What follows belongs to an exercise in optimizing a design on an open flow for small area and a short achievable clock period; a production flow would make more cautious choices. RTL that was checked went through simulation tests only; none was proved equivalent to the original.

==> 03-08: inputs <==
// singleCycle
module singleCycle(input clk, input reset, input [15:0] instr, output [15:0] pc, output [15:0] Result);
export LEC_CHECK = 0
export CAP_MARGIN = 20
export CORE_MARGIN = 2
export CORE_UTILIZATION = 40
export SLEW_MARGIN = 20
create_clock -name core_clock -period 20.0 [get_ports {clk}]
run.sh (not shown) runs the stock make flow with config.mk's settings and CLKGATE_MAP_FILE= SYNTH_SCRIPT=/design/flow/synth_recipe.tcl, a recipe that flattens the netlist after the stock synthesis.
==> 05-10: changes against 03-08 <==
==> flow/flow/run.sh (new file) <==
#!/bin/bash
# Standard ORFS layout (the standard.sh, unchanged synthesis) with two changes:
# the port buffers are buf_2 cells instead of the default delay-buffer cell, and
# repair_timing aims for a larger setup margin.
set -euo pipefail
bash standard.sh "BUFFER_PORTS_ARGS=-buffer_cell sky130_fd_sc_hd__buf_2" SETUP_SLACK_MARGIN=6 finish > flow_make.log 2>&1
==> flow/standard.sh (new file) <==
#!/bin/bash
# synth_recipe.tcl (not shown) runs the flow's synth.tcl, then flattens the netlist and writes it again
# the make line also repeats each setting of config.mk as NAME=value (left out here)
make -C /OpenROAD-flow-scripts/flow DESIGN_CONFIG=/design/flow/config.mk WORK_HOME=/design/flow/orfs CLKGATE_MAP_FILE= SYNTH_SCRIPT=/design/flow/synth_recipe.tcl "${@:-finish}"
removed: flow/run.sh
==> 07-17: changes against 03-08 <==
--- a/flow/design.v
+++ b/flow/design.v
@@ -2,11 +2,11 @@
   wire [15:0] pp [0:15];
   genvar gi;
   generate for (gi = 0; gi < 16; gi = gi + 1) begin : g_pp
     assign pp[gi] = a & {16{b[gi]}};
   end endgenerate
-  wire s1, c2, s3, c4, s5, c6, s7, c8, s9, c10, s11, c12, s13, c14, s15, c16, s17, c18, s19, c20, s21, c22, s23, c24, s25, c26, s27, c28, s29, c30, s31, c32, s33, c34, s35, c36, s37, c38, s39, c40, s41, c42, s43, c44, s45, c46, s47, c48, s49, c50, s51, c52, s53, c54, s55, c56, s57, c58, s59, c60, s61, c62, s63, c64, s65, c66, s67, c68, s69, c70, s71, c72, s73, c74, s75, c76, s77, c78, s79, c80, s81, c82, s83, c84, s85, c86, s87, c88, s89, c90, s91, c92, s93, c94, s95, c96, s97, c98, s99, c100, s101, c102, s103, c104, s105, c106, s107, c108, s109, c110, s111, c112, s113, c114, s115, c116, s117, c118, s119, c120, s121, c122, s123, c124, s125, c126, s127, c128, s129, c130, s131, c132, s133, c134, s135, c136, s137, c138, s139, c140, s141, c142, s143, c144, s145, c146, s147, c148, s149, c150, s151, c152, s153, c154, s155, c156, s157, c158, s159, c160, s161, c162, s163, c164, s165, c166, s167, c168, s169, c170, s171, c172, s173, c174, s175, c176, s177, c178, s179, c180, s181, c182, x183, x184, x185, x186, x187, x188, x189, x190, x191, x192, x193, x194, x195, x196, x197, x198, x199, x200, x201, x202, x203, x204, x205, x206, x207, x208, x209;
+  wire s1, c2, s3, c4, s5, c6, s7, c8, s9, c10, s11, c12, s13, c14, s15, c16, s17, c18, s19, c20, s21, c22, s23, c24, s25, c26, s27, c28, s29, c30, s31, c32, s33, c34, s35, c36, s37, c38, s39, c40, s41, c42, s43, c44, s45, c46, s47, c48, s49, c50, s51, c52, s53, c54, s55, c56, s57, c58, s59, c60, s61, c62, s63, c64, s65, c66, s67, c68, s69, c70, s71, c72, s73, c74, s75, c76, s77, c78, s79, c80, s81, c82, s83, c84, s85, c86, s87, c88, s89, c90, s91, c92, s93, c94, s95, c96, s97, c98, s99, c100, s101, c102, s103, c104, s105, c106, s107, c108, s109, c110, s111, c112, s113, c114, s115, c116, s117, c118, s119, c120, s121, c122, s123, c124, s125, c126, s127, c128, s129, c130, s131, c132, s133, c134, s135, c136, s137, c138, s139, c140, s141, c142, s143, c144, s145, c146, s147, c148, s149, c150, s151, c152, s153, c154, s155, c156, s157, c158, s159, c160, s161, c162, s163, c164, s165, c166, s167, c168, s169, c170, s171, c172, s173, c174, s175, c176, s177, c178, s179, c180, s181, c182, x183, x184, x185, x186, x187, x188, x189, x190, x191, x192, x193, x194, x195, x196;
   assign s1 = pp[2][0] ^ pp[1][1];
   assign c2 = pp[2][0] & pp[1][1];
   assign s3 = pp[3][0] ^ pp[2][1] ^ pp[1][2];
   assign c4 = (pp[3][0] & pp[2][1]) | (pp[3][0] & pp[1][2]) | (pp[2][1] & pp[1][2]);
   assign s5 = pp[0][3] ^ c2;
@@ -185,39 +185,26 @@
   assign c178 = (c148 & c150) | (c148 & s173) | (c150 & s173);
   assign s179 = s175 ^ c152 ^ s177;
   assign c180 = (s175 & c152) | (s175 & s177) | (c152 & s177);
   assign s181 = c154 ^ s179;
   assign c182 = c154 & s179;
-  assign x183 = pp[15][0] ^ pp[14][1];
-  assign x184 = pp[13][2] ^ pp[12][3];
-  assign x185 = pp[11][4] ^ pp[10][5];
-  assign x186 = pp[9][6] ^ pp[8][7];
-  assign x187 = pp[7][8] ^ pp[6][9];
-  assign x188 = pp[5][10] ^ pp[4][11];
-  assign x189 = pp[3][12] ^ pp[2][13];
-  assign x190 = pp[1][14] ^ pp[0][15];
-  assign x191 = x183 ^ x184;
-  assign x192 = x185 ^ x186;
-  assign x193 = x187 ^ x188;
-  assign x194 = x189 ^ x190;
-  assign x195 = c158 ^ c160;
-  assign x196 = c162 ^ c164;
-  assign x197 = c166 ^ x191;
-  assign x198 = x192 ^ x193;
-  assign x199 = x194 ^ x195;
-  assign x200 = x196 ^ x197;
-  assign x201 = x198 ^ c168;
-  assign x202 = c170 ^ c172;
-  assign x203 = x199 ^ x200;
-  assign x204 = x201 ^ x202;
-  assign x205 = c174 ^ x203;
-  assign x206 = c176 ^ x204;
-  assign x207 = x205 ^ x206;
-  assign x208 = c178 ^ x207;
-  assign x209 = x208 ^ c180;
+  assign x183 = pp[15][0] ^ pp[14][1] ^ pp[13][2];
+  assign x184 = pp[12][3] ^ pp[11][4] ^ pp[10][5];
+  assign x185 = pp[9][6] ^ pp[8][7] ^ pp[7][8];
+  assign x186 = pp[6][9] ^ pp[5][10] ^ pp[4][11];
+  assign x187 = pp[3][12] ^ pp[2][13] ^ pp[1][14];
+  assign x188 = pp[0][15] ^ c158 ^ c160;
+  assign x189 = c162 ^ c164 ^ c166;
+  assign x190 = x183 ^ x184 ^ x185;
+  assign x191 = x186 ^ x187 ^ c168;
+  assign x192 = c170 ^ c172 ^ x188;
+  assign x193 = x189 ^ x190 ^ c174;
+  assign x194 = x191 ^ c176 ^ x192;
+  assign x195 = x193 ^ c178 ^ x194;
+  assign x196 = c180 ^ x195;
   wire [15:0] mx = {c182, c156, c132, c110, s107, c72, c56, s53, s39, s27, s17, s9, s3, pp[0][2], pp[1][0], pp[0][0]};
-  wire [15:0] my = {x209, s181, s155, s131, s109, s89, s71, s55, s41, s29, s19, s11, s5, s1, pp[0][1], 1'b0};
+  wire [15:0] my = {x196, s181, s155, s131, s109, s89, s71, s55, s41, s29, s19, s11, s5, s1, pp[0][1], 1'b0};
   assign p = mx + my;
 endmodule
 module singleCycle(input clk, input reset, input [15:0] instr, output [15:0] pc, output [15:0] Result);
   reg [14:0] pcr;
   assign pc = {pcr, 1'b0};
@@ -228,21 +215,16 @@
   wire [2:0] s  = instr[11:9];
   wire [2:0] t  = instr[8:6];
   wire [2:0] d  = instr[5:3];
   reg [15:0] r0, r1, r2, r3, r4, r5, r6, r7;
   reg        C;
-  reg [15:0] a, b;
-  always @* begin
-    case (s)
-      3'd0: a = r0; 3'd1: a = r1; 3'd2: a = r2; 3'd3: a = r3;
-      3'd4: a = r4; 3'd5: a = r5; 3'd6: a = r6; default: a = r7;
-    endcase
-    case (t)
-      3'd0: b = r0; 3'd1: b = r1; 3'd2: b = r2; 3'd3: b = r3;
-      3'd4: b = r4; 3'd5: b = r5; 3'd6: b = r6; default: b = r7;
-    endcase
-  end
+  wire [15:0] a01 = s[0] ? r1 : r0, a23 = s[0] ? r3 : r2, a45 = s[0] ? r5 : r4, a67 = s[0] ? r7 : r6;
+  wire [15:0] a03 = s[1] ? a23 : a01, a47 = s[1] ? a67 : a45;
+  wire [15:0] a   = s[2] ? a47 : a03;
+  wire [15:0] b01 = t[0] ? r1 : r0, b23 = t[0] ? r3 : r2, b45 = t[0] ? r5 : r4, b67 = t[0] ? r7 : r6;
+  wire [15:0] b03 = t[1] ? b23 : b01, b47 = t[1] ? b67 : b45;
+  wire [15:0] b   = t[2] ? b47 : b03;
   wire [15:0] sext = {{10{instr[5]}}, instr[5:0]};
   wire [15:0] bop  = (op[1] & op[0]) ? sext : (op[0] ? ~b : b);
   wire        cin  = op[1] ? C : op[0];
   wire [16:0] sum  = {1'b0, a} + {1'b0, bop} + {16'd0, cin};
   wire [15:0] shr = a >> instr[3:0];
==> flow/flow/run.sh (new file) <==
#!/bin/bash
# The standard ORFS layout (standard.sh) with these make settings:
#   "BUFFER_PORTS_ARGS=-buffer_cell sky130_fd_sc_hd__buf_2" ADDER_MAP_FILE= SETUP_SLACK_MARGIN=7
# BUFFER_PORTS_ARGS: port buffers are buf_2 cells instead of the default delay-buffer cell.
# ADDER_MAP_FILE= (if set): Yosys keeps adders as plain gates for ABC, which then sees
#   the full timing paths through the multiplier tree (registers are unchanged).
# SETUP_SLACK_MARGIN: repair_timing aims for a larger setup margin.
set -euo pipefail
bash standard.sh "BUFFER_PORTS_ARGS=-buffer_cell sky130_fd_sc_hd__buf_2" ADDER_MAP_FILE= SETUP_SLACK_MARGIN=7 finish > flow_make.log 2>&1
==> flow/standard.sh (new file) <==
#!/bin/bash
# synth_recipe.tcl (not shown) runs the flow's synth.tcl, then flattens the netlist and writes it again
# the make line also repeats each setting of config.mk as NAME=value (left out here)
make -C /OpenROAD-flow-scripts/flow DESIGN_CONFIG=/design/flow/config.mk WORK_HOME=/design/flow/orfs CLKGATE_MAP_FILE= SYNTH_SCRIPT=/design/flow/synth_recipe.tcl "${@:-finish}"
removed: flow/run.sh
==> comparison table <==
quantity                                                     05-10            07-17            03-08
Result of the run                 no timing/DRC/antenna violations  no timing/DRC/antenna violations  no timing/DRC/antenna violations
Global Route met3 Usage                                     0.0402           0.0277           0.0362
Depth of the worst register-to-register path                    25               16               23
Dpl cell area                                          13100 sq um      13400 sq um      13300 sq um
XOR/XNOR Fraction of Synth Area                             0.0461            0.189           0.0461
Worst reg2reg startpoint                           r7[8]$_DFFE_PP_  r7[0]$_DFFE_PP_  r7[8]$_DFFE_PP_
Worst path setup slack after routing                       5.93 ns          7.22 ns          3.19 ns
Synthesized instance count                                    1219             1198             1219
Gates resized, CTS repair                                      123               25                0
Core region area                                       30500 sq um      31700 sq um      30500 sq um
Multiplexer fraction of the synthesized cell area           0.0891            0.179           0.0891
Top cell type's share of synthesized area                    0.310            0.298            0.310
Height of the die                                      180 microns      184 microns      180 microns
Only the layout flow was run in 03-08 and 05-10; the RTL was not checked for function there.

## re-timing with driven ports
Ports are ideal in the flow. The routed layouts listed here were re-timed in OpenROAD. Step 1 assumes that a clkbuf_16 drives the clock port and a buf_2 every other input. Step 2 also shifts input and output timing later by t, the mid clock arrival at the registers, as if the neighbouring blocks saw the same clock. a / b / c = ideal ports / drivers / drivers and shift; a / b = the first two.
| run | t, ns | setup WS [ns] | worst setup path after step 2 | worst register clock-pin slew, ns | cell pins on the clock port's net |
|---|---|---|---|---|---|
| 03-08 | 0.479 | 3.186 / 3.164 / 3.164 | input to output | 0.07 / 0.07 | 1 |
| 05-10 | 0.477 | 5.933 / 5.879 / 5.879 | input to output | 0.07 / 0.07 | 1 |
| 07-17 | 0.462 | 7.216 / 7.194 / 7.194 | input to output | 0.07 / 0.07 | 1 |
After both steps setup and hold are still met in every run listed. For 05-10, which loses most, drivers alone change the setup slack by -0.054 ns; drivers and shift together by -0.054 ns.
